Background: an optimization exercise with open tools, aiming at small area and a short achievable clock period. Do not read the settings as production practice. At most, simulation tests tie the RTL to the original design; equivalence was not proved.

==> inputs of run a <==
==> flow/design.v (excerpt) <==
module top_fsm(
	input clk,
	input reset,
	input rightBtn,
	input leftBtn,
	input upBtn,
	input downBtn,
	input crightBtn,
	input cleftBtn,
	input cupBtn,
	input cdownBtn,
	output reg [7:0] segCode,
	output wire [3:0] an,
	output wire [2:0] red,
	output wire [2:0] green,
	output wire [1:0] blue,
	output wire hsync,
	output wire vsync,
	output wire [3:0] catX,
	output wire [3:0] catY,
	output wire [3:0] mouseX,
	output wire [3:0] mouseY,
	output wire [3:0] goalX,
	output wire [3:0] goalY,
	output wire [13:0] score,
	output wire gameOver
);
export LEC_CHECK = 0
export ABC_AREA = 1
export CAP_MARGIN = 20
export CORE_MARGIN = 2
export CORE_UTILIZATION = 72
export CTS_CLUSTER_DIAMETER = 100
export CTS_CLUSTER_SIZE = 30
export SLEW_MARGIN = 20
create_clock -name core_clock -period 90.0 [get_ports {clk}]
standard.sh (not shown) runs the stock make flow with config.mk's settings and CLKGATE_MAP_FILE= SYNTH_SCRIPT=/design/flow/synth_recipe.tcl, a recipe that flattens the netlist after the stock synthesis.
==> flow/flow/run.sh <==
#!/bin/bash
# The standard layout (standard.sh), with these changes in how it is
# made, not in what it is held to:
# - synthesis leaves adders as plain gates for ABC (no full/half-adder cell
#   extraction) and maps the logic with flow/abc_area.script, an
#   area-oriented ABC script; registers are mapped before ABC, so they are as
#   in the standard synthesis; the rest of the flow uses ORFS's own scripts;
# - the ports are buffered with a plain buffer instead of ORFS's default
#   pick, a delay cell (every port still gets its own buffer);
# - ORFS's timing repair aims for 69.9 ns of setup slack at the design's
#   90 ns clock, so that it speeds up the paths that set the achieved period.
set -euo pipefail
export BUFFER_PORTS_ARGS="-buffer_cell sky130_fd_sc_hd__buf_2"
export SETUP_SLACK_MARGIN=69.9
rm -rf synth_scripts
cp -r "$FLOW_HOME/scripts" synth_scripts
cp flow/abc_area.script synth_scripts/abc_area.script
ADDER_MAP_FILE= SCRIPTS_DIR="$PWD/synth_scripts" bash standard.sh synth > synth.log 2>&1
bash standard.sh > standard.log 2>&1
==> flow/flow/abc_area.script <==
strash
dc2
strash
dch -f
amap
mfs2 -W 4 -M 5000
strash
dch -f
amap
topo
stime -c
==> run b (differences from run a) <==
CORE_UTILIZATION = 65   (was 72)
CTS_CLUSTER_DIAMETER = 80   (was 100)
CTS_CLUSTER_SIZE = 25   (was 30)
==> run c (differences from run a) <==
--- a/flow/flow/run.sh
+++ b/flow/flow/run.sh
@@ -7,11 +7,11 @@
 #   in the standard synthesis; the rest of the flow uses ORFS's own scripts;
 # - the ports are buffered with a plain buffer instead of ORFS's default
 #   pick, a delay cell (every port still gets its own buffer);
-# - ORFS's timing repair aims for 69.9 ns of setup slack at the design's
+# - ORFS's timing repair aims for 69.3 ns of setup slack at the design's
 #   90 ns clock, so that it speeds up the paths that set the achieved period.
 set -euo pipefail
 export BUFFER_PORTS_ARGS="-buffer_cell sky130_fd_sc_hd__buf_2"
-export SETUP_SLACK_MARGIN=69.9
+export SETUP_SLACK_MARGIN=69.3
 rm -rf synth_scripts
 cp -r "$FLOW_HOME/scripts" synth_scripts
 cp flow/abc_area.script synth_scripts/abc_area.script
CTS_CLUSTER_DIAMETER = 80   (was 100)
CTS_CLUSTER_SIZE = 25   (was 30)
==> run summary <==
quantity	run b	run a	run c
Result of the run	no timing/DRC/antenna violations	no timing/DRC/antenna violations	no timing/DRC/antenna violations
Maximum clock skew at final layout	0.0233 ns	0.0287 ns	0.0341 ns
Highest fanout seen on the critical path	5	7	8
Proportion of layout cells with a drive suffix above 1	0.126	0.120	0.0927
Clock period minus final worst setup slack	20.22 ns	20.25 ns	20.53 ns
Placeable core region	25900 µm²	23300 µm²	23300 µm²
Worst EP required	90.43 ns	90.42 ns	90.43 ns
Via count of the first global-routing pass	17183	17738	17147
Pin count of the biggest net entering global routing	196	189	194
Filler instances	1888	1472	1530
Met2 track demand over resource in global routing	0.611	0.692	0.688
Post-route insts no fill	2764	2737	2714
Clock Latency Late Sink	0.52 ns	0.52 ns	0.53 ns
Destination of the worst register-to-register timing path	segCode[3]	segCode[5]	segCode[3]
Height of the chip	166 µm	158 µm	158 µm
Number of buffers added for setup after CTS	13	11	2
Least-Margin Pin Slew	1.08 ns	1.09 ns	1.07 ns
Pre-CTS setup slack	69.01 ns	69.06 ns	68.35 ns
Std cell rows	59	56	56
PnR worst setup slack	69.78 ns	69.75 ns	69.47 ns
Placer Congestion	1.01	1.04	1.05
Diodes inserted	0	1	0
Portion of the layout cell area used by non-clock buffers	0.0435	0.0402	0.0293
Met1 usage	0.507	0.561	0.572

========
==> inputs of job 2180 <==
top_fsm, a different RTL version from the one above (not shown whole).
## top_fsm
module top_fsm(
	input clk,
	input reset,
	input rightBtn,
	input leftBtn,
	input upBtn,
	input downBtn,
	input crightBtn,
	input cleftBtn,
	input cupBtn,
	input cdownBtn,
	output reg [7:0] segCode,
	output wire [3:0] an,
	output wire [2:0] red,
	output wire [2:0] green,
	output wire [1:0] blue,
	output wire hsync,
	output wire vsync,
	output wire [3:0] catX,
	output wire [3:0] catY,
	output wire [3:0] mouseX,
	output wire [3:0] mouseY,
	output wire [3:0] goalX,
	output wire [3:0] goalY,
	output wire [13:0] score,
	output wire gameOver
);
wire [3:0] nCatX, nCatY, nMouseX, nMouseY, nGoalX, nGoalY;
wire nGameOver;
Location locate(
	.rightBtn(rightBtn),
	.leftBtn(leftBtn),
	.upBtn(upBtn),
	.downBtn(downBtn),
	.crightBtn(crightBtn),
	.cleftBtn(cleftBtn),
	.cupBtn(cupBtn),
	.cdownBtn(cdownBtn),
	.clock(clk),
	.reset(reset),
	.CatX(catX),
	.CatY(catY),
	.MouseX(mouseX),
	.MouseY(mouseY),
	.GoalX(goalX),
	.GoalY(goalY),
	.Score(score),
	.GameOver(gameOver),
	.nCatX(nCatX),
	.nCatY(nCatY),
	.nMouseX(nMouseX),
	.nMouseY(nMouseY),
	.nGoalX(nGoalX),
	.nGoalY(nGoalY),
	.nGameOver(nGameOver)
);
wire [3:0] ones, tens, hundreds, thousands;
scoreConverter converter(
	.score(score),
	.ones(ones),
	.tens(tens),
	.hundreds(hundreds),
	.thousands(thousands)
);
vga640x480 drawScreen(
	.clk(clk),
	.reset(reset),
	.CatX(nCatX),
	.CatY(nCatY),
	.MouseX(nMouseX),
	.MouseY(nMouseY),
	.GoalX(nGoalX),
	.GoalY(nGoalY),
	.GameOver(nGameOver),
	.hsync(hsync),
	.vsync(vsync),
	.red(red),
	.green(green),
	.blue(blue)
);
reg [1:0] count;
always @(posedge clk or posedge reset) begin
	if (reset)
		count <= 2'b00;
	else
		count <= {count[1] ^ count[0], ~count[0]};
end
reg [3:0] digit;
always @(*) begin
	case (count)
		2'd0: digit = ones;
		2'd1: digit = tens;
		2'd2: digit = hundreds;
		default: digit = thousands;
	endcase
end
wire [7:0] seg;
display_comb decode(
	.digit(digit),
	.segCode(seg)
);
reg [1:0] shown;
always @(posedge clk) begin
	segCode <= seg;
	shown <= count;
end
assign an = (shown == 2'd0) ? 4'b1110 :
            (shown == 2'd1) ? 4'b1101 :
  ...
clock: 90.0 ns
lec_check: 0
abc_area: 1
cap_margin: 20
core_margin: 2
core_utilization: 40
slew_margin: 20
==> flow/flow/run.sh <==
#!/bin/bash
# The standard layout (the standard.sh, all steps), except that the
# ports are buffered with a plain buffer instead of ORFS's default pick, a
# delay cell. Every port still gets its own buffer.
set -euo pipefail
export BUFFER_PORTS_ARGS="-buffer_cell sky130_fd_sc_hd__buf_2"
bash standard.sh > standard.log 2>&1
==> inputs of job 445, as changes to job 2180 <==
--- a/flow/design.v
+++ b/flow/design.v
@@ -74,18 +74,17 @@
 end
 assign thousands = bcd[16] ? th10 : bcd[15:12];
 endmodule
 module vga640x480(
 	input wire clk,
 	input wire reset,
-	input wire [3:0] CatX,
-	input wire [3:0] CatY,
-	input wire [3:0] MouseX,
-	input wire [3:0] MouseY,
-	input wire [3:0] GoalX,
-	input wire [3:0] GoalY,
+	output wire [3:0] pcol,
+	output wire [3:0] prow,
+	input wire pMouse,
+	input wire pCat,
+	input wire pGoal,
 	input wire GameOver,
 	output reg hsync,
 	output reg vsync,
 	output wire [2:0] red,
 	output wire [2:0] green,
 	output wire [1:0] blue
@@ -128,25 +127,27 @@
                 ((nhcol == 5'd18) & ~nhsub[5]));
 wire nvsync = ~((nvrow == 4'd0) & (nvsub[5:1] == 5'd0));
 wire nvsub_ge31 = nvsub[5] | (&nvsub[4:0]);
 wire nvact = ~((nvrow == 4'd0) & ~nvsub_ge31) & ~((nvrow == 4'd12) & nvsub_ge31) & (nvrow != 4'd13);
 wire nhact = ~nhcol[4];
 wire [3:0] ncol = nhcol[3:0];
+assign pcol = ncol;
+assign prow = nvrow;
 wire [15:0] nmrow = map_row(nvrow);
 wire nwallpix = nmrow[ncol];
 reg r, g, b;
 always @(*) begin
 	r = 1'b0;
 	g = 1'b0;
 	b = 1'b0;
 	if (nvact & nhact) begin
-		if (ncol == MouseX && nvrow == MouseY) begin
+		if (pMouse) begin
 			g = 1'b1;
-		end else if (ncol == CatX && nvrow == CatY) begin
+		end else if (pCat) begin
 			r = 1'b1;
-		end else if (ncol == GoalX && nvrow == GoalY) begin
+		end else if (pGoal) begin
 			r = 1'b1;
 			g = 1'b1;
 		end else if (!nwallpix) begin
 			r = 1'b1;
 			g = ~GameOver;
 			b = ~GameOver;
@@ -187,13 +188,14 @@
 	input wire clk,
 	input wire reset,
 	input wire [5:0] cc,
 	output wire mslot,
 	output wire cslot,
 	output reg [3:0] r15,
-	output reg [3:0] r12
+	output reg [3:0] r12,
+	output wire rwall
 );
 reg [6:0] b2;
 reg [1:0] d3_0;
 reg [1:0] d3_1;
 reg [1:0] d3_2;
 reg [1:0] d3_3;
@@ -492,12 +494,13 @@
 		{2'd2, 2'd1}: r12 = 4'd5;
 		{2'd2, 2'd2}: r12 = 4'd2;
 		{2'd2, 2'd3}: r12 = 4'd11;
 		default: r12 = 4'd0;
 	endcase
 end
+wallr rwalls(.d3(d3_0), .d5(d5_0), .b4(b2[1:0]), .w(rwall));
 endmodule
 module walls4(
 	input wire [3:0] x,
 	input wire [3:0] y,
 	output wire wU,
 	output wire wR,
@@ -506,18 +509,19 @@
 );
 assign wU = ~((x[0] & ~x[1] & ~x[3] & y[2]) | (~x[0] & x[3] & y[0] & y[2]) | (~x[0] & x[1] & x[3] & ~y[0]) | (x[0] & ~x[3] & ~y[1] & y[3]) | (~x[1] & x[3] & y[0] & y[1] & ~y[2]) | (x[1] & ~x[3] & y[0] & y[1] & ~y[2]) | (x[0] & ~x[3] & y[1] & y[2]) | (~x[0] & x[1] & x[3] & y[3]) | (~x[1] & ~x[2] & y[1] & y[3]) | (~x[0] & x[2] & ~y[0] & y[1] & ~y[3]) | (~x[1] & ~x[2] & ~y[0] & y[2]) | (x[1] & x[2] & y[1] & y[3]) | (x[1] & ~x[2] & ~y[0] & ~y[2] & ~y[3]) | (x[0] & x[3] & ~y[0] & ~y[2] & ~y[3]) | (~x[2] & ~x[3] & y[0] & y[1]) | (~x[2] & ~x[3] & y[0] & y[2]) | (x[0] & x[2] & ~y[0] & ~y[1] & ~y[3]) | (~x[0] & x[2] & x[3] & ~y[1] & y[3]));
 assign wR = ~((~x[0] & ~x[1] & ~y[2]) | (x[0] & x[2] & ~x[3] & y[0]) | (x[0] & x[3] & ~y[1]) | (~x[0] & ~x[3] & ~y[0]) | (~x[1] & ~x[2] & x[3] & y[0]) | (~x[1] & ~x[2] & ~x[3] & ~y[0]) | (~x[2] & y[0] & y[1] & y[3]) | (x[1] & ~x[2] & ~y[0] & ~y[1]) | (x[1] & x[2] & ~x[3] & y[1] & ~y[3]) | (~x[2] & ~y[1] & ~y[2] & ~y[3]) | (~x[1] & x[2] & x[3] & ~y[0] & y[2]) | (x[0] & x[3] & ~y[0] & y[3]) | (~x[0] & ~x[3] & y[2]) | (x[0] & x[1] & x[2] & y[1]) | (~x[0] & ~x[3] & ~y[1] & y[3]) | (x[0] & x[2] & y[0] & ~y[3]));
 assign wD = (y[0] & y[1] & y[3]) | (x[0] & x[3] & y[2]) | (~x[0] & ~x[3] & y[2]) | (x[1] & x[3] & ~y[1] & ~y[2] & ~y[3]) | (~x[1] & x[2] & ~x[3] & y[0] & ~y[1] & ~y[2]) | (x[0] & x[3] & ~y[0] & ~y[1]) | (~x[0] & ~x[3] & ~y[0] & ~y[1]) | (x[1] & ~x[2] & ~y[0] & ~y[2] & ~y[3]) | (x[1] & ~x[3] & y[0] & y[1] & ~y[2]) | (~x[1] & ~x[3] & y[1] & y[3]) | (x[0] & x[1] & x[2] & y[1] & y[3]) | (~x[0] & ~x[1] & x[2] & ~y[1] & y[3]) | (x[1] & x[2] & x[3] & y[1] & y[3]) | (~x[0] & ~x[1] & ~x[2] & y[1] & y[3]) | (x[0] & ~x[2] & x[3] & y[0] & y[1]) | (x[1] & ~x[2] & ~x[3] & ~y[1] & y[3]) | (~x[1] & ~x[2] & x[3] & y[0] & y[1] & y[2]) | (~x[0] & x[2] & x[3] & ~y[0] & ~y[2] & ~y[3]);
 assign wL = ~((x[1] & ~x[2] & ~x[3] & ~y[0]) | (~x[0] & ~x[2] & x[3] & y[0]) | (x[1] & x[2] & ~x[3] & y[0]) | (x[0] & x[3] & ~y[0]) | (~x[1] & x[2] & ~y[0] & ~y[1]) | (x[2] & ~y[1] & ~y[2] & ~y[3]) | (x[0] & x[1] & ~x[2] & ~y[2]) | (x[2] & y[0] & y[1] & y[3]) | (x[1] & x[2] & x[3] & ~y[0]) | (~x[1] & ~x[2] & x[3] & y[1] & ~y[3]) | (x[0] & x[1] & y[1] & ~y[2]) | (x[1] & x[3] & y[1] & ~y[2]) | (x[0] & x[3] & y[2]) | (~x[1] & x[3] & ~y[1] & y[3]) | (~x[0] & ~x[1] & ~x[2] & y[3]));
 endmodule
-module wallg(
-	input wire [3:0] x,
-	input wire [3:0] y,
+module wallr(
+	input wire [1:0] d3,
+	input wire [2:0] d5,
+	input wire [1:0] b4,
 	output wire w
 );
-assign w = ~((~x[0] & x[3] & y[2]) | (x[0] & ~x[1] & ~x[3] & y[2]) | (x[0] & ~x[1] & x[3] & y[1] & ~y[2]) | (x[1] & ~x[3] & ~y[0] & y[1] & ~y[2]) | (~x[0] & x[1] & x[2] & ~x[3] & y[0]) | (x[2] & x[3] & ~y[0] & y[3]) | (x[0] & ~x[3] & y[0] & y[2]) | (x[0] & ~x[1] & ~x[2] & x[3] & y[0]) | (~x[0] & x[1] & x[3] & y[0] & ~y[3]) | (~x[0] & x[1] & ~x[2] & x[3] & y[3]) | (x[0] & ~x[1] & ~x[3] & ~y[1] & y[3]) | (x[1] & ~x[2] & ~x[3] & ~y[0] & y[2]) | (~x[1] & x[2] & y[0] & ~y[1] & ~y[2] & ~y[3]) | (~x[1] & x[2] & y[0] & y[1] & y[3]) | (~x[0] & ~x[1] & x[3] & ~y[0] & y[1]) | (x[0] & x[1] & ~y[0] & ~y[1] & y[3]) | (x[1] & ~x[2] & y[0] & y[1] & y[3]) | (x[1] & ~x[2] & y[0] & ~y[1] & ~y[2] & ~y[3]) | (x[2] & x[3] & ~y[0] & y[2]) | (x[0] & x[1] & x[2] & y[1] & ~y[3]) | (x[0] & ~x[2] & ~x[3] & ~y[0] & y[1]) | (x[1] & x[2] & y[0] & ~y[1] & y[3]) | (x[0] & ~x[1] & ~x[3] & y[0] & y[1] & ~y[3]) | (x[1] & ~x[2] & ~x[3] & ~y[0] & y[3]) | (x[1] & ~x[2] & ~y[0] & ~y[1] & y[2]) | (~x[1] & x[2] & ~y[0] & ~y[1] & y[3]) | (~x[1] & x[2] & ~y[0] & ~y[1] & y[2]) | (~x[1] & ~x[2] & x[3] & y[1] & ~y[2] & ~y[3]) | (~x[1] & ~x[2] & x[3] & y[0] & ~y[1] & y[3]));
+assign w = (~d3[0] & ~d3[1] & ~d5[1] & ~b4[0]) | (~d3[1] & ~d5[0] & d5[1] & ~b4[1]) | (d5[0] & d5[1] & b4[0] & b4[1]) | (d3[1] & ~d5[1] & ~b4[0] & b4[1]) | (~d3[0] & ~d3[1] & ~d5[0] & ~d5[2] & b4[0]) | (d3[0] & d5[2] & b4[1]) | (~d3[0] & ~d3[1] & d5[1] & ~b4[1]) | (d3[1] & d5[2] & b4[1]) | (~d5[0] & d5[1] & b4[0] & ~b4[1]) | (d3[0] & d5[0] & ~d5[1] & b4[0] & ~b4[1]) | (d3[1] & d5[0] & d5[1] & ~b4[0] & ~b4[1]) | (d3[1] & d5[0] & ~d5[1] & b4[0] & ~b4[1]);
 endmodule
 module Location(
 	input wire rightBtn,
 	input wire leftBtn,
 	input wire upBtn,
 	input wire downBtn,
@@ -532,34 +536,35 @@
 	output wire [3:0] MouseX,
 	output wire [3:0] MouseY,
 	output wire [3:0] GoalX,
 	output wire [3:0] GoalY,
 	output wire [13:0] Score,
 	output wire GameOver,
-	output wire [3:0] nCatX,
-	output wire [3:0] nCatY,
-	output wire [3:0] nMouseX,
-	output wire [3:0] nMouseY,
-	output wire [3:0] nGoalX,
-	output wire [3:0] nGoalY,
+	input wire [3:0] pcol,
+	input wire [3:0] prow,
+	output wire pMouse,
+	output wire pCat,
+	output wire pGoal,
 	output wire nGameOver
 );
 reg [3:0] mx, my, cx, cy, gx, gy;
 reg [13:0] sc;
 reg go;
 reg [5:0] cc;
 wire mslot, cslot;
 wire [3:0] r15, r12;
+wire rwall;
 step_slots steps(
 	.clk(clock),
 	.reset(reset),
 	.cc(cc),
 	.mslot(mslot),
 	.cslot(cslot),
 	.r15(r15),
-	.r12(r12)
+	.r12(r12),
+	.rwall(rwall)
 );
 function [3:0] inc4;
 	input [3:0] a;
 	inc4 = a ^ {&a[2:0], &a[1:0], a[0], 1'b1};
 endfunction
 function [3:0] dec4;
@@ -657,41 +662,45 @@
 wire near = nearx & neary;
 wire [4:0] dmgx = diff(mx, gx), dmgy = diff(my, gy), dmrx = diff(mx, r15), dmry = diff(my, r12);
 wire eatgx = (mstx & (dmgx == 5'd0)) | (mgoR & (dmgx == 5'd31)) | (mgoL & (dmgx == 5'd1));
 wire eatgy = (msty & (dmgy == 5'd0)) | (mgoD & (dmgy == 5'd31)) | (mgoU & (dmgy == 5'd1));
 wire eatrx = (mstx & (dmrx == 5'd0)) | (mgoR & (dmrx == 5'd31)) | (mgoL & (dmrx == 5'd1));
 wire eatry = (msty & (dmry == 5'd0)) | (mgoD & (dmry == 5'd31)) | (mgoU & (dmry == 5'd1));
-wire eat = near ? (eatrx & eatry) : (eatgx & eatgy);
+wire eatg = eatgx & eatgy, eatr = eatrx & eatry;
+wire eat = near ? eatr : eatg;
 wire dec = mact & (|sc) & (mbtn | (sc == 14'd1));
 wire [13:0] scm1 = dec14(sc);
 wire [13:0] addg = add14(sc, bonus(gx, gy));
 wire [13:0] addr = add14(sc, bonus(r15, r12));
 wire [13:0] addg1 = dec14(addg);
 wire [13:0] addr1 = dec14(addr);
-wire [13:0] sc2 = eat ? (near ? (dec ? addr1 : addr) : (dec ? addg1 : addg)) : (dec ? scm1 : sc);
-wire gwall;
-wallg gwalls(.x(gx), .y(gy), .w(gwall));
-wire gmove = near | eat | gwall;
+wire [13:0] scd = dec ? scm1 : sc;
+wire [13:0] sc2 = near ? (eatr ? (dec ? addr1 : addr) : scd) : (eatg ? (dec ? addg1 : addg) : scd);
+reg gw;
+wire gwall = gw;
+wire gmove = near | eatg | gwall;
 always @(posedge clock or posedge reset) begin
 	if (reset) begin
 		mx <= 4'd5;
 		my <= 4'd3;
 		cx <= 4'd9;
 		cy <= 4'd11;
 		gx <= 4'd14;
 		gy <= 4'd10;
 		sc <= 14'd0;
 		go <= 1'b0;
+		gw <= 1'b0;
 		cc <= 6'd0;
 	end else begin
 		mx <= mxn;
 		my <= myn;
 		cx <= cxn;
 		cy <= cyn;
 		if (gmove) begin
 			gx <= r15;
+			gw <= rwall;
 			gy <= r12;
 		end
 		sc <= sc2;
 		go <= go | caught;
 		if (eat) cc <= cc ^ {&cc[4:0], &cc[3:0], &cc[2:0], &cc[1:0], cc[0], 1'b1};
 	end
@@ -701,18 +710,18 @@
 assign MouseX = mx;
 assign MouseY = my;
 assign GoalX = gx;
 assign GoalY = gy;
 assign Score = sc;
 assign GameOver = go;
-assign nCatX = cxn;
-assign nCatY = cyn;
-assign nMouseX = mxn;
-assign nMouseY = myn;
-assign nGoalX = gmove ? r15 : gx;
-assign nGoalY = gmove ? r12 : gy;
+wire [4:0] dpmx = diff(pcol, mx), dpmy = diff(prow, my), dpcx = diff(pcol, cx), dpcy = diff(prow, cy);
+assign pMouse = ((mstx & (dpmx == 5'd0)) | (mgoR & (dpmx == 5'd1)) | (mgoL & (dpmx == 5'd31))) &
+                ((msty & (dpmy == 5'd0)) | (mgoD & (dpmy == 5'd1)) | (mgoU & (dpmy == 5'd31)));
+assign pCat = ((cstx & (dpcx == 5'd0)) | (cgoR & (dpcx == 5'd1)) | (cgoL & (dpcx == 5'd31))) &
+              ((csty & (dpcy == 5'd0)) | (cgoD & (dpcy == 5'd1)) | (cgoU & (dpcy == 5'd31)));
+assign pGoal = gmove ? ((pcol == r15) & (prow == r12)) : ((pcol == gx) & (prow == gy));
 assign nGameOver = go | caught;
 endmodule
 module top_fsm(
 	input clk,
 	input reset,
 	input rightBtn,
@@ -736,14 +745,14 @@
 	output wire [3:0] mouseY,
 	output wire [3:0] goalX,
 	output wire [3:0] goalY,
 	output wire [13:0] score,
 	output wire gameOver
 );
-wire [3:0] nCatX, nCatY, nMouseX, nMouseY, nGoalX, nGoalY;
-wire nGameOver;
+wire [3:0] pcol, prow;
+wire pMouse, pCat, pGoal, nGameOver;
 Location locate(
 	.rightBtn(rightBtn),
 	.leftBtn(leftBtn),
 	.upBtn(upBtn),
 	.downBtn(downBtn),
 	.crightBtn(crightBtn),
@@ -757,18 +766,17 @@
 	.MouseX(mouseX),
 	.MouseY(mouseY),
 	.GoalX(goalX),
 	.GoalY(goalY),
 	.Score(score),
 	.GameOver(gameOver),
-	.nCatX(nCatX),
-	.nCatY(nCatY),
-	.nMouseX(nMouseX),
-	.nMouseY(nMouseY),
-	.nGoalX(nGoalX),
-	.nGoalY(nGoalY),
+	.pcol(pcol),
+	.prow(prow),
+	.pMouse(pMouse),
+	.pCat(pCat),
+	.pGoal(pGoal),
 	.nGameOver(nGameOver)
 );
 wire [3:0] ones, tens, hundreds, thousands;
 scoreConverter converter(
 	.score(score),
 	.ones(ones),
@@ -776,18 +784,17 @@
 	.hundreds(hundreds),
 	.thousands(thousands)
 );
 vga640x480 drawScreen(
 	.clk(clk),
 	.reset(reset),
-	.CatX(nCatX),
-	.CatY(nCatY),
-	.MouseX(nMouseX),
-	.MouseY(nMouseY),
-	.GoalX(nGoalX),
-	.GoalY(nGoalY),
+	.pcol(pcol),
+	.prow(prow),
+	.pMouse(pMouse),
+	.pCat(pCat),
+	.pGoal(pGoal),
 	.GameOver(nGameOver),
 	.hsync(hsync),
 	.vsync(vsync),
 	.red(red),
 	.green(green),
 	.blue(blue)
==> flow/flow/run.sh (replaced) <==
#!/bin/bash
# The standard layout (standard.sh), with these changes in how it is
# made, not in what it is held to:
# - synthesis leaves adders as plain gates for ABC (no full/half-adder cell
#   extraction) and maps the logic with flow/abc_area.script, an
#   area-oriented ABC script; registers are mapped before ABC, so they are as
#   in the standard synthesis; the rest of the flow uses ORFS's own scripts;
# - the ports are buffered with a plain buffer instead of ORFS's default
#   pick, a delay cell (every port still gets its own buffer);
# - ORFS's timing repair aims for 69.9 ns of setup slack at the design's
#   90 ns clock, so that it speeds up the paths that set the achieved period.
set -euo pipefail
export BUFFER_PORTS_ARGS="-buffer_cell sky130_fd_sc_hd__buf_2"
export SETUP_SLACK_MARGIN=69.9
rm -rf synth_scripts
cp -r "$FLOW_HOME/scripts" synth_scripts
cp flow/abc_area.script synth_scripts/abc_area.script
ADDER_MAP_FILE= SCRIPTS_DIR="$PWD/synth_scripts" bash standard.sh synth > synth.log 2>&1
bash standard.sh > standard.log 2>&1
==> flow/flow/abc_area.script (new file) <==
strash
dc2
strash
dch -f
amap
mfs2 -W 4 -M 5000
strash
dch -f
amap
topo
stime -c
Settings changed: CORE_UTILIZATION 40 to 72, CTS_CLUSTER_DIAMETER from default to 80, CTS_CLUSTER_SIZE from default to 25.
==> inputs of job 7665, as changes to job 2180 <==
--- a/flow/design.v
+++ b/flow/design.v
@@ -74,18 +74,17 @@
 end
 assign thousands = bcd[16] ? th10 : bcd[15:12];
 endmodule
 module vga640x480(
 	input wire clk,
 	input wire reset,
-	input wire [3:0] CatX,
-	input wire [3:0] CatY,
-	input wire [3:0] MouseX,
-	input wire [3:0] MouseY,
-	input wire [3:0] GoalX,
-	input wire [3:0] GoalY,
+	output wire [3:0] pcol,
+	output wire [3:0] prow,
+	input wire pMouse,
+	input wire pCat,
+	input wire pGoal,
 	input wire GameOver,
 	output reg hsync,
 	output reg vsync,
 	output wire [2:0] red,
 	output wire [2:0] green,
 	output wire [1:0] blue
@@ -128,25 +127,27 @@
                 ((nhcol == 5'd18) & ~nhsub[5]));
 wire nvsync = ~((nvrow == 4'd0) & (nvsub[5:1] == 5'd0));
 wire nvsub_ge31 = nvsub[5] | (&nvsub[4:0]);
 wire nvact = ~((nvrow == 4'd0) & ~nvsub_ge31) & ~((nvrow == 4'd12) & nvsub_ge31) & (nvrow != 4'd13);
 wire nhact = ~nhcol[4];
 wire [3:0] ncol = nhcol[3:0];
+assign pcol = ncol;
+assign prow = nvrow;
 wire [15:0] nmrow = map_row(nvrow);
 wire nwallpix = nmrow[ncol];
 reg r, g, b;
 always @(*) begin
 	r = 1'b0;
 	g = 1'b0;
 	b = 1'b0;
 	if (nvact & nhact) begin
-		if (ncol == MouseX && nvrow == MouseY) begin
+		if (pMouse) begin
 			g = 1'b1;
-		end else if (ncol == CatX && nvrow == CatY) begin
+		end else if (pCat) begin
 			r = 1'b1;
-		end else if (ncol == GoalX && nvrow == GoalY) begin
+		end else if (pGoal) begin
 			r = 1'b1;
 			g = 1'b1;
 		end else if (!nwallpix) begin
 			r = 1'b1;
 			g = ~GameOver;
 			b = ~GameOver;
@@ -532,18 +533,17 @@
 	output wire [3:0] MouseX,
 	output wire [3:0] MouseY,
 	output wire [3:0] GoalX,
 	output wire [3:0] GoalY,
 	output wire [13:0] Score,
 	output wire GameOver,
-	output wire [3:0] nCatX,
-	output wire [3:0] nCatY,
-	output wire [3:0] nMouseX,
-	output wire [3:0] nMouseY,
-	output wire [3:0] nGoalX,
-	output wire [3:0] nGoalY,
+	input wire [3:0] pcol,
+	input wire [3:0] prow,
+	output wire pMouse,
+	output wire pCat,
+	output wire pGoal,
 	output wire nGameOver
 );
 reg [3:0] mx, my, cx, cy, gx, gy;
 reg [13:0] sc;
 reg go;
 reg [5:0] cc;
@@ -657,23 +657,25 @@
 wire near = nearx & neary;
 wire [4:0] dmgx = diff(mx, gx), dmgy = diff(my, gy), dmrx = diff(mx, r15), dmry = diff(my, r12);
 wire eatgx = (mstx & (dmgx == 5'd0)) | (mgoR & (dmgx == 5'd31)) | (mgoL & (dmgx == 5'd1));
 wire eatgy = (msty & (dmgy == 5'd0)) | (mgoD & (dmgy == 5'd31)) | (mgoU & (dmgy == 5'd1));
 wire eatrx = (mstx & (dmrx == 5'd0)) | (mgoR & (dmrx == 5'd31)) | (mgoL & (dmrx == 5'd1));
 wire eatry = (msty & (dmry == 5'd0)) | (mgoD & (dmry == 5'd31)) | (mgoU & (dmry == 5'd1));
-wire eat = near ? (eatrx & eatry) : (eatgx & eatgy);
+wire eatg = eatgx & eatgy, eatr = eatrx & eatry;
+wire eat = near ? eatr : eatg;
 wire dec = mact & (|sc) & (mbtn | (sc == 14'd1));
 wire [13:0] scm1 = dec14(sc);
 wire [13:0] addg = add14(sc, bonus(gx, gy));
 wire [13:0] addr = add14(sc, bonus(r15, r12));
 wire [13:0] addg1 = dec14(addg);
 wire [13:0] addr1 = dec14(addr);
-wire [13:0] sc2 = eat ? (near ? (dec ? addr1 : addr) : (dec ? addg1 : addg)) : (dec ? scm1 : sc);
+wire [13:0] scd = dec ? scm1 : sc;
+wire [13:0] sc2 = near ? (eatr ? (dec ? addr1 : addr) : scd) : (eatg ? (dec ? addg1 : addg) : scd);
 wire gwall;
 wallg gwalls(.x(gx), .y(gy), .w(gwall));
-wire gmove = near | eat | gwall;
+wire gmove = near | eatg | gwall;
 always @(posedge clock or posedge reset) begin
 	if (reset) begin
 		mx <= 4'd5;
 		my <= 4'd3;
 		cx <= 4'd9;
 		cy <= 4'd11;
@@ -701,18 +703,18 @@
 assign MouseX = mx;
 assign MouseY = my;
 assign GoalX = gx;
 assign GoalY = gy;
 assign Score = sc;
 assign GameOver = go;
-assign nCatX = cxn;
-assign nCatY = cyn;
-assign nMouseX = mxn;
-assign nMouseY = myn;
-assign nGoalX = gmove ? r15 : gx;
-assign nGoalY = gmove ? r12 : gy;
+wire [4:0] dpmx = diff(pcol, mx), dpmy = diff(prow, my), dpcx = diff(pcol, cx), dpcy = diff(prow, cy);
+assign pMouse = ((mstx & (dpmx == 5'd0)) | (mgoR & (dpmx == 5'd1)) | (mgoL & (dpmx == 5'd31))) &
+                ((msty & (dpmy == 5'd0)) | (mgoD & (dpmy == 5'd1)) | (mgoU & (dpmy == 5'd31)));
+assign pCat = ((cstx & (dpcx == 5'd0)) | (cgoR & (dpcx == 5'd1)) | (cgoL & (dpcx == 5'd31))) &
+              ((csty & (dpcy == 5'd0)) | (cgoD & (dpcy == 5'd1)) | (cgoU & (dpcy == 5'd31)));
+assign pGoal = gmove ? ((pcol == r15) & (prow == r12)) : ((pcol == gx) & (prow == gy));
 assign nGameOver = go | caught;
 endmodule
 module top_fsm(
 	input clk,
 	input reset,
 	input rightBtn,
@@ -736,14 +738,14 @@
 	output wire [3:0] mouseY,
 	output wire [3:0] goalX,
 	output wire [3:0] goalY,
 	output wire [13:0] score,
 	output wire gameOver
 );
-wire [3:0] nCatX, nCatY, nMouseX, nMouseY, nGoalX, nGoalY;
-wire nGameOver;
+wire [3:0] pcol, prow;
+wire pMouse, pCat, pGoal, nGameOver;
 Location locate(
 	.rightBtn(rightBtn),
 	.leftBtn(leftBtn),
 	.upBtn(upBtn),
 	.downBtn(downBtn),
 	.crightBtn(crightBtn),
@@ -757,18 +759,17 @@
 	.MouseX(mouseX),
 	.MouseY(mouseY),
 	.GoalX(goalX),
 	.GoalY(goalY),
 	.Score(score),
 	.GameOver(gameOver),
-	.nCatX(nCatX),
-	.nCatY(nCatY),
-	.nMouseX(nMouseX),
-	.nMouseY(nMouseY),
-	.nGoalX(nGoalX),
-	.nGoalY(nGoalY),
+	.pcol(pcol),
+	.prow(prow),
+	.pMouse(pMouse),
+	.pCat(pCat),
+	.pGoal(pGoal),
 	.nGameOver(nGameOver)
 );
 wire [3:0] ones, tens, hundreds, thousands;
 scoreConverter converter(
 	.score(score),
 	.ones(ones),
@@ -776,18 +777,17 @@
 	.hundreds(hundreds),
 	.thousands(thousands)
 );
 vga640x480 drawScreen(
 	.clk(clk),
 	.reset(reset),
-	.CatX(nCatX),
-	.CatY(nCatY),
-	.MouseX(nMouseX),
-	.MouseY(nMouseY),
-	.GoalX(nGoalX),
-	.GoalY(nGoalY),
+	.pcol(pcol),
+	.prow(prow),
+	.pMouse(pMouse),
+	.pCat(pCat),
+	.pGoal(pGoal),
 	.GameOver(nGameOver),
 	.hsync(hsync),
 	.vsync(vsync),
 	.red(red),
 	.green(green),
 	.blue(blue)
==> flow/flow/run.sh (replaced) <==
#!/bin/bash
# The standard layout (the standard.sh, all steps), with two changes in
# how it is made, not in what it is held to:
# - the ports are buffered with a plain buffer instead of ORFS's default
#   pick, a delay cell (every port still gets its own buffer);
# - ORFS's timing repair aims for 69.9 ns of setup slack at the design's
#   90 ns clock, so that it speeds up the paths that set the achieved period.
set -euo pipefail
export BUFFER_PORTS_ARGS="-buffer_cell sky130_fd_sc_hd__buf_2"
export SETUP_SLACK_MARGIN=69.9
bash standard.sh > standard.log 2>&1
Settings changed: CORE_UTILIZATION 40 to 65, CTS_CLUSTER_DIAMETER from default to 80, CTS_CLUSTER_SIZE from default to 25.
==> run summary <==
- Die area, lowest first: job 445, job 7665, job 2180.
- First-iteration DRC count: job 445 > job 7665 > job 2180.
- In job 445 the via count is larger than in job 7665, by about 1.4%.
- In sequential cell count, job 7665 and job 2180 do not differ.
- Global-route usage: job 7665 is higher than job 2180 (12 points).
- Job 2180 produced a clean layout. Job 445 went through all stages and came out clean. Job 7665 passed the timing, DRC and antenna checks.
- The lowest register-to-register slack belongs to job 445, the highest to job 2180.
- The highest area after synthesis belongs to job 2180, the lowest to job 445.
- The lowest non-clock buffer count belongs to job 2180, the highest to job 445.
- Against job 445, the cell count of job 2180 is larger by about 23%.
No functional check of the RTL was part of job 2180 and job 7665.

-- re-timing with driven ports --
The flow's constraints put no driver on any port. The routed layouts listed below were extracted and timed again, unchanged, in two steps.
Step 1 sets driving cells, clkbuf_16 on the clock port and buf_2 on the other inputs (assumed; they add their load-dependent delay and slew).
Step 2 also shifts input and output timing later by t, the mid clock arrival at the registers, as if the neighbouring blocks saw the same clock.
Three values: ideal, step 1, step 2; two values: the first two.
run	t (ns)	setup WS [ns]	worst hold slack (ns)	pins driven straight from the clock port
run a	0.555	69.747 / 69.755 / 69.200	0.368 / 0.368 / 0.368	1
run b	0.562	69.780 / 69.792 / 69.230	0.366 / 0.366 / 0.366	1
run c	0.565	69.469 / 69.503 / 68.938	0.356 / 0.356 / 0.356	1
job 2180	0.599	69.068 / 69.100 / 68.502	0.365 / 0.365 / 0.365	1
job 445	0.560	69.820 / 69.846 / 69.285	0.375 / 0.375 / 0.375	1
job 7665	0.568	70.020 / 70.021 / 69.453	0.364 / 0.364 / 0.364	1
After both steps setup and hold are still met in every run listed. For job 7665, which loses most, drivers alone change the setup slack by +0.001 ns; drivers and shift together by -0.567 ns.
